What follows belongs to an exercise in optimizing a design on an open flow for small area; a production flow would make more cautious choices.
In this exercise RTL edits were held to simulation tests only and were not proved equivalent to the original.
Power and IR drop assume default switching activity.

==> flow/design.v <==
module pid_fa (
  input  a ,
  input  b ,
  input  c ,
  output s ,
  output co
);
  assign s  = a ^ b ^ c;
  assign co = (a & b) | (a & c) | (b & c);
endmodule
module pid_control #(
  parameter SENSOR_ADDR = 16'hDEAD,
  parameter PWM_ADDR    = 16'hDEAD,
  parameter INIT_REFER  = 0       ,
  parameter PWM_WIDTH   = 16      ,
  parameter TEMP_WIDTH  = 16
) (
  input                         clk               ,
  input                         reset             ,
  output logic [TEMP_WIDTH-1:0] temp_address      ,
  output logic                  temp_read         ,
  input        [          31:0] temp_readdata     ,
  input                         temp_readdatavalid,
  input                         temp_waitrequest  ,
  output logic [ PWM_WIDTH-1:0] pwm_address       ,
  output logic                  pwm_write         ,
  output logic [          31:0] pwm_writedata     ,
  input                         pwm_waitrequest   ,
  input        [           1:0] csr_address       ,
  input                         csr_write         ,
  input        [          31:0] csr_writedata     ,
  input                         csr_read          ,
  output logic [          31:0] csr_readdata
);
  localparam logic [2:0] S_RESET = 3'b000,
                         S_IDLE  = 3'b001,
                         S_CALC  = 3'b011,
                         S_RPID  = 3'b010,
                         S_READ  = 3'b101,
                         S_WPID  = 3'b110;
  logic        [ 2:0] state;
  logic        [15:0] temp_n;        
  wire  signed [15:0] readed_temp = ~temp_n;
  logic signed [15:0] refer;
  logic        [15:0] rd_lo;
  logic               rd_hi;
  wire idle   = (state == S_IDLE);
  wire read   = (state == S_READ);
  wire calc   = (state == S_CALC);
  wire rpid   = (state == S_RPID);
  wire wpid   = (state == S_WPID) & ~pwm_write;
  wire finish = pwm_write;
  always_ff @(posedge clk or posedge reset)
    if (reset)
      begin
        refer <= INIT_REFER;
        rd_lo <= '0;
        rd_hi <= 1'b0;
      end
    else
      begin
        if (csr_write)
          begin
            if (csr_address == 2'h0)
              refer <= csr_writedata[15:0];
          end
        else if (csr_read)
          begin
            if (csr_address == 2'h0)
              begin
                rd_lo <= refer;
                rd_hi <= refer[7];
              end
            else if (csr_address == 2'h1)
              begin
                rd_lo <= readed_temp;
                rd_hi <= readed_temp[15];
              end
          end
        else
          begin
            rd_lo <= '0;
            rd_hi <= 1'b0;
          end
      end
  assign csr_readdata = {{16{rd_hi}}, rd_lo};
  always_ff @(posedge clk or posedge reset)
    if (reset)
      begin
        state       <= S_RESET;
        temp_n      <= '1;
        temp_read   <= 1'b0;
        pwm_write   <= 1'b0;
      end
    else
      begin
        temp_read <= idle;
        case (state)
          S_RESET : state <= S_IDLE;
          S_IDLE  : if (!temp_waitrequest) state <= S_READ;
          S_READ  :
            if (temp_readdatavalid)
              begin
                temp_n      <= ~temp_readdata[15:0];
                state       <= S_CALC;
              end
          S_CALC  : state <= S_RPID;
          S_RPID  : state <= S_WPID;
          default :
            if (!pwm_write)
              pwm_write <= 1'b1;
            else if (!pwm_waitrequest)
              begin
                pwm_write <= 1'b0;
                state     <= S_IDLE;
              end
        endcase
      end
  assign temp_address = temp_read ? SENSOR_ADDR : '0;
  assign pwm_address  = pwm_write ? PWM_ADDR : '0;
  logic signed [16:0] error;      
  logic        [25:0] acc;        
  logic        [11:0] pwm_val;    
  logic        [16:0] e_new;
  logic        [16:0] eb;
  logic        [17:0] addend;
  logic        [25:0] sum;
  logic        [25:0] acc_init;
  logic        [15:0] ctl;
  logic        [18:0] cy;
  logic        [25:18] ones;
  logic        [17:0] bc;
  wire init = rpid | (state == S_RESET);
  wire step = wpid | calc | (finish & ~pwm_waitrequest) |
              (idle & ~temp_waitrequest) | (read & temp_readdatavalid);
  wire dbl  = state[2];
  assign eb     = {~error[16], error[15:0]};
  assign addend = dbl ? {eb, 1'b0} : {1'b0, eb};
  assign cy[0] = wpid;
  for (genvar i = 0; i < 18; i++) begin : g_sum
    pid_fa u_fa (.a(acc[i]), .b(addend[i]), .c(cy[i]), .s(sum[i]), .co(cy[i+1]));
  end
  assign ones[18] = 1'b1;
  for (genvar i = 19; i < 26; i++) begin : g_ones
    assign ones[i] = ones[i-1] & acc[i-1];
  end
  for (genvar i = 18; i < 26; i++) begin : g_inc
    assign sum[i] = acc[i] ^ (cy[18] & ones[i]);
  end
  assign bc[0] = 1'b1;
  for (genvar i = 0; i < 17; i++) begin : g_sub
    localparam int J = (i < 16) ? i : 15;
    pid_fa u_fa (.a(refer[J]), .b(temp_n[J]), .c(bc[i]), .s(e_new[i]), .co(bc[i+1]));
  end
  assign acc_init = {~eb[16:7] + 10'd102, ~eb[6:0], 9'h1ff};
  assign ctl      = sum[15:0];
  always_ff @(posedge clk)
    if (init)
      error <= e_new;
  always_ff @(posedge clk)
    if (init)
      acc <= acc_init;
    else if (step)
      acc[23:0] <= sum[25:2];
  always_ff @(posedge clk)
    if (rpid)
      pwm_val <= ctl[15] ? 12'd0 : (|ctl[14:12]) ? 12'd4095 : ctl[11:0];
  assign pwm_writedata = {20'd0, pwm_val & {12{pwm_write}}};
endmodule
clock: 8.0 ns
lec_check: 0
cap_margin: 20
core_margin: 2
core_utilization: 40
cts_buf_list: sky130_fd_sc_hd__clkbuf_8
slew_margin: 20
synth_hierarchical: 1
run.sh (not shown) runs the stock make flow with config.mk's settings and CLKGATE_MAP_FILE= SYNTH_SCRIPT=/design/flow/synth_recipe.tcl, a recipe that flattens the netlist after the stock synthesis.
Rerun with:
--- a/flow/design.v
+++ b/flow/design.v
@@ -36,14 +36,13 @@
                          S_IDLE  = 3'b001,
                          S_CALC  = 3'b011,
                          S_RPID  = 3'b010,
                          S_READ  = 3'b101,
                          S_WPID  = 3'b110;
   logic        [ 2:0] state;
-  logic        [15:0] temp_n;        
-  wire  signed [15:0] readed_temp = ~temp_n;
+  logic signed [15:0] readed_temp;
   logic signed [15:0] refer;
   logic        [15:0] rd_lo;
   logic               rd_hi;
   wire idle   = (state == S_IDLE);
   wire read   = (state == S_READ);
   wire calc   = (state == S_CALC);
@@ -85,26 +84,26 @@
       end
   assign csr_readdata = {{16{rd_hi}}, rd_lo};
   always_ff @(posedge clk or posedge reset)
     if (reset)
       begin
         state       <= S_RESET;
-        temp_n      <= '1;
+        readed_temp <= '0;
         temp_read   <= 1'b0;
         pwm_write   <= 1'b0;
       end
     else
       begin
         temp_read <= idle;
         case (state)
           S_RESET : state <= S_IDLE;
           S_IDLE  : if (!temp_waitrequest) state <= S_READ;
           S_READ  :
             if (temp_readdatavalid)
               begin
-                temp_n      <= ~temp_readdata[15:0];
+                readed_temp <= temp_readdata[15:0];
                 state       <= S_CALC;
               end
           S_CALC  : state <= S_RPID;
           S_RPID  : state <= S_WPID;
           default :
             if (!pwm_write)
@@ -147,23 +146,23 @@
   for (genvar i = 18; i < 26; i++) begin : g_inc
     assign sum[i] = acc[i] ^ (cy[18] & ones[i]);
   end
   assign bc[0] = 1'b1;
   for (genvar i = 0; i < 17; i++) begin : g_sub
     localparam int J = (i < 16) ? i : 15;
-    pid_fa u_fa (.a(refer[J]), .b(temp_n[J]), .c(bc[i]), .s(e_new[i]), .co(bc[i+1]));
+    pid_fa u_fa (.a(refer[J]), .b(~readed_temp[J]), .c(bc[i]), .s(e_new[i]), .co(bc[i+1]));
   end
   assign acc_init = {~eb[16:7] + 10'd102, ~eb[6:0], 9'h1ff};
   assign ctl      = sum[15:0];
   always_ff @(posedge clk)
     if (init)
       error <= e_new;
   always_ff @(posedge clk)
     if (init)
       acc <= acc_init;
     else if (step)
-      acc[23:0] <= sum[25:2];
+      acc <= {2'b00, sum[25:2]};
   always_ff @(posedge clk)
     if (rpid)
       pwm_val <= ctl[15] ? 12'd0 : (|ctl[14:12]) ? 12'd4095 : ctl[11:0];
   assign pwm_writedata = {20'd0, pwm_val & {12{pwm_write}}};
 endmodule
=> Sequential power is about the same; final cell count climbs slightly; total power climbs by a few percent; worst hold slack is worse by 0.013 ns; design area climbs slightly.

========
## wip/delta
pid_control, a different RTL version from the one above (not shown whole).
Size in the first run: ~6300 µm² of cells after synthesis.
==> flow/design.v (excerpt) <==
module pid_control #(
  parameter SENSOR_ADDR = 16'hDEAD,
  parameter PWM_ADDR    = 16'hDEAD,
  parameter INIT_REFER  = 0       ,
  parameter PWM_WIDTH   = 16      ,
  parameter TEMP_WIDTH  = 16
) (
  input                         clk               ,
  input                         reset             ,
  output logic [TEMP_WIDTH-1:0] temp_address      ,
  output logic                  temp_read         ,
  input        [          31:0] temp_readdata     ,
  input                         temp_readdatavalid,
  input                         temp_waitrequest  ,
  output logic [ PWM_WIDTH-1:0] pwm_address       ,
  output logic                  pwm_write         ,
  output logic [          31:0] pwm_writedata     ,
  input                         pwm_waitrequest   ,
  input        [           1:0] csr_address       ,
  input                         csr_write         ,
  input        [          31:0] csr_writedata     ,
  input                         csr_read          ,
  output logic [          31:0] csr_readdata
);
==> module pid, before the edit <==
module pid (
  input                      clk    ,
  input                      reset  ,
  input  logic signed [15:0] refer  ,
  input  logic signed [15:0] data   ,
  input                      load   ,    
  input                      init   ,    
  input                      step   ,    
  input                      dbl    ,    
  input                      cin    ,    
  output logic        [11:0] pwm_val
);
  logic signed [16:0] error;      
  logic        [25:0] acc;
  logic        [16:0] eb;
  logic        [17:0] addend;
  logic        [25:0] sum;
  logic        [25:0] acc_init;
  logic        [15:0] ctl;
  assign eb       = {~error[16], error[15:0]};
  assign addend   = dbl ? {eb, 1'b0} : {1'b0, eb};
  logic        [26:0] cy;
  logic        [16:0] e_new;
  logic        [17:0] bc;
  assign cy[0] = cin;
  for (genvar i = 0; i < 26; i++) begin : g_sum
    if (i < 18) begin : g_fa
      assign sum[i]  = acc[i] ^ addend[i] ^ cy[i];
      assign cy[i+1] = (acc[i] & addend[i]) | (acc[i] & cy[i]) | (addend[i] & cy[i]);
    end else begin : g_ha
      assign sum[i]  = acc[i] ^ cy[i];
      assign cy[i+1] = acc[i] & cy[i];
    end
  end
  assign bc[0] = 1'b1;
  for (genvar i = 0; i < 17; i++) begin : g_sub
    localparam int J = (i < 16) ? i : 15;
    assign e_new[i] = refer[J] ^ ~data[J] ^ bc[i];
    assign bc[i+1]  = (refer[J] & ~data[J]) | (refer[J] & bc[i]) | (~data[J] & bc[i]);
  end
  assign acc_init = {~eb[16:7] + 10'd102, ~eb[6:0], 9'h1ff};
  assign ctl      = sum[15:0];
  always_ff @(posedge clk or posedge reset)
    if (reset)
      error <= '0;
    else if (load)
      error <= e_new;
  always_ff @(posedge clk)
    if (init)
      acc <= acc_init;
    else if (step)
      acc <= {2'b00, sum[25:2]};
  always_ff @(posedge clk)
    if (load)
      pwm_val <= ctl[15] ? 12'd0 : (|ctl[14:12]) ? 12'd4095 : ctl[11:0];
endmodule
Settings: LEC_CHECK=0, CAP_MARGIN=20, CORE_MARGIN=2, CORE_UTILIZATION=40, SLEW_MARGIN=20; clock period 8.0 ns.
The flow completed for wip/delta, but it is not clean: the layout still shows negative setup slack.
Modified inputs, wip/harbor compared to wip/delta
--- a/flow/design.v
+++ b/flow/design.v
@@ -16,37 +16,39 @@
   logic        [17:0] addend;
   logic        [25:0] sum;
   logic        [25:0] acc_init;
   logic        [15:0] ctl;
   assign eb       = {~error[16], error[15:0]};
   assign addend   = dbl ? {eb, 1'b0} : {1'b0, eb};
-  logic        [26:0] cy;
+  logic        [18:0] cy;
+  logic        [25:18] ones;
   logic        [16:0] e_new;
   logic        [17:0] bc;
   assign cy[0] = cin;
   for (genvar i = 0; i < 26; i++) begin : g_sum
     if (i < 18) begin : g_fa
       assign sum[i]  = acc[i] ^ addend[i] ^ cy[i];
       assign cy[i+1] = (acc[i] & addend[i]) | (acc[i] & cy[i]) | (addend[i] & cy[i]);
-    end else begin : g_ha
-      assign sum[i]  = acc[i] ^ cy[i];
-      assign cy[i+1] = acc[i] & cy[i];
+    end else begin : g_inc
+      assign sum[i]  = acc[i] ^ (cy[18] & ones[i]);
     end
+  end
+  assign ones[18] = 1'b1;
+  for (genvar i = 19; i < 26; i++) begin : g_ones
+    assign ones[i] = ones[i-1] & acc[i-1];
   end
   assign bc[0] = 1'b1;
   for (genvar i = 0; i < 17; i++) begin : g_sub
     localparam int J = (i < 16) ? i : 15;
     assign e_new[i] = refer[J] ^ ~data[J] ^ bc[i];
     assign bc[i+1]  = (refer[J] & ~data[J]) | (refer[J] & bc[i]) | (~data[J] & bc[i]);
   end
   assign acc_init = {~eb[16:7] + 10'd102, ~eb[6:0], 9'h1ff};
   assign ctl      = sum[15:0];
-  always_ff @(posedge clk or posedge reset)
-    if (reset)
-      error <= '0;
-    else if (load)
+  always_ff @(posedge clk)
+    if (init)
       error <= e_new;
   always_ff @(posedge clk)
     if (init)
       acc <= acc_init;
     else if (step)
       acc <= {2'b00, sum[25:2]};
[summary]
- wip/harbor: no failed stages, no open violations at the end
- What the final checks of wip/delta revealed, after a flow that finished every stage, was a layout that fails on negative setup slack.
- wip/harbor and wip/delta ended up with roughly the same hold slack.
- wip/harbor — fmax 3.9% higher, wip/delta as reference
- Post-CTS setup buffer count, wip/delta and wip/harbor: lower on wip/delta
- [compare] base=wip/delta new=wip/harbor: post-route fraction of the period consumed by the critical path down 3.8 points; share of the core filled with cells down 0.33 points; sequential share of layout area up 1.5 points; non-clock buffering overhead in the final layout flat; area taken by multi-input logic gates down 8.2%.
- Power (wip/harbor over wip/delta): decrease, about 3.6%
- Between wip/delta and wip/harbor, the share of total power in the clock network is higher for wip/harbor.
- Going from wip/delta to wip/harbor, worst path required time shrinks by 0.11 ns.
- The higher number of combinational gates with multiple inputs came out of wip/delta.
- Going from wip/delta to wip/harbor, cell count shrank slightly.
- The worst setup slack after layout reported for wip/harbor is greater than that of wip/delta by 0.31 ns.

-- separate check: timing with driven ports --
How much do the figures lean on ideal ports? The routed layouts below were timed once more, with nothing changed but the port constraints. Step 1 (the two cells are an assumption about what drives the block):
set clk [get_ports {clk}]
set_driving_cell -lib_cell sky130_fd_sc_hd__clkbuf_16 $clk
set_driving_cell -lib_cell sky130_fd_sc_hd__buf_2 [delete_from_list [all_inputs] $clk]
Step 2, shift: input delay + t, output delay - t, t = (earliest + latest rising clock arrival at the registers) / 2. This alone moves slack from input paths to output paths. a / b / c = no drivers / after step 1 / after step 2; a / b = the first two.
run	t, ns	setup slack, ns	worst setup path after step 2
the first run of note 1	0.414	0.160 / 0.160 / 0.160	register to register
the second run of note 1	0.416	0.123 / 0.123 / 0.123	register to register
wip/delta	0.386	-0.226 / -0.226 / -0.226	register to register
wip/harbor	0.398	0.081 / 0.081 / 0.081	register to register
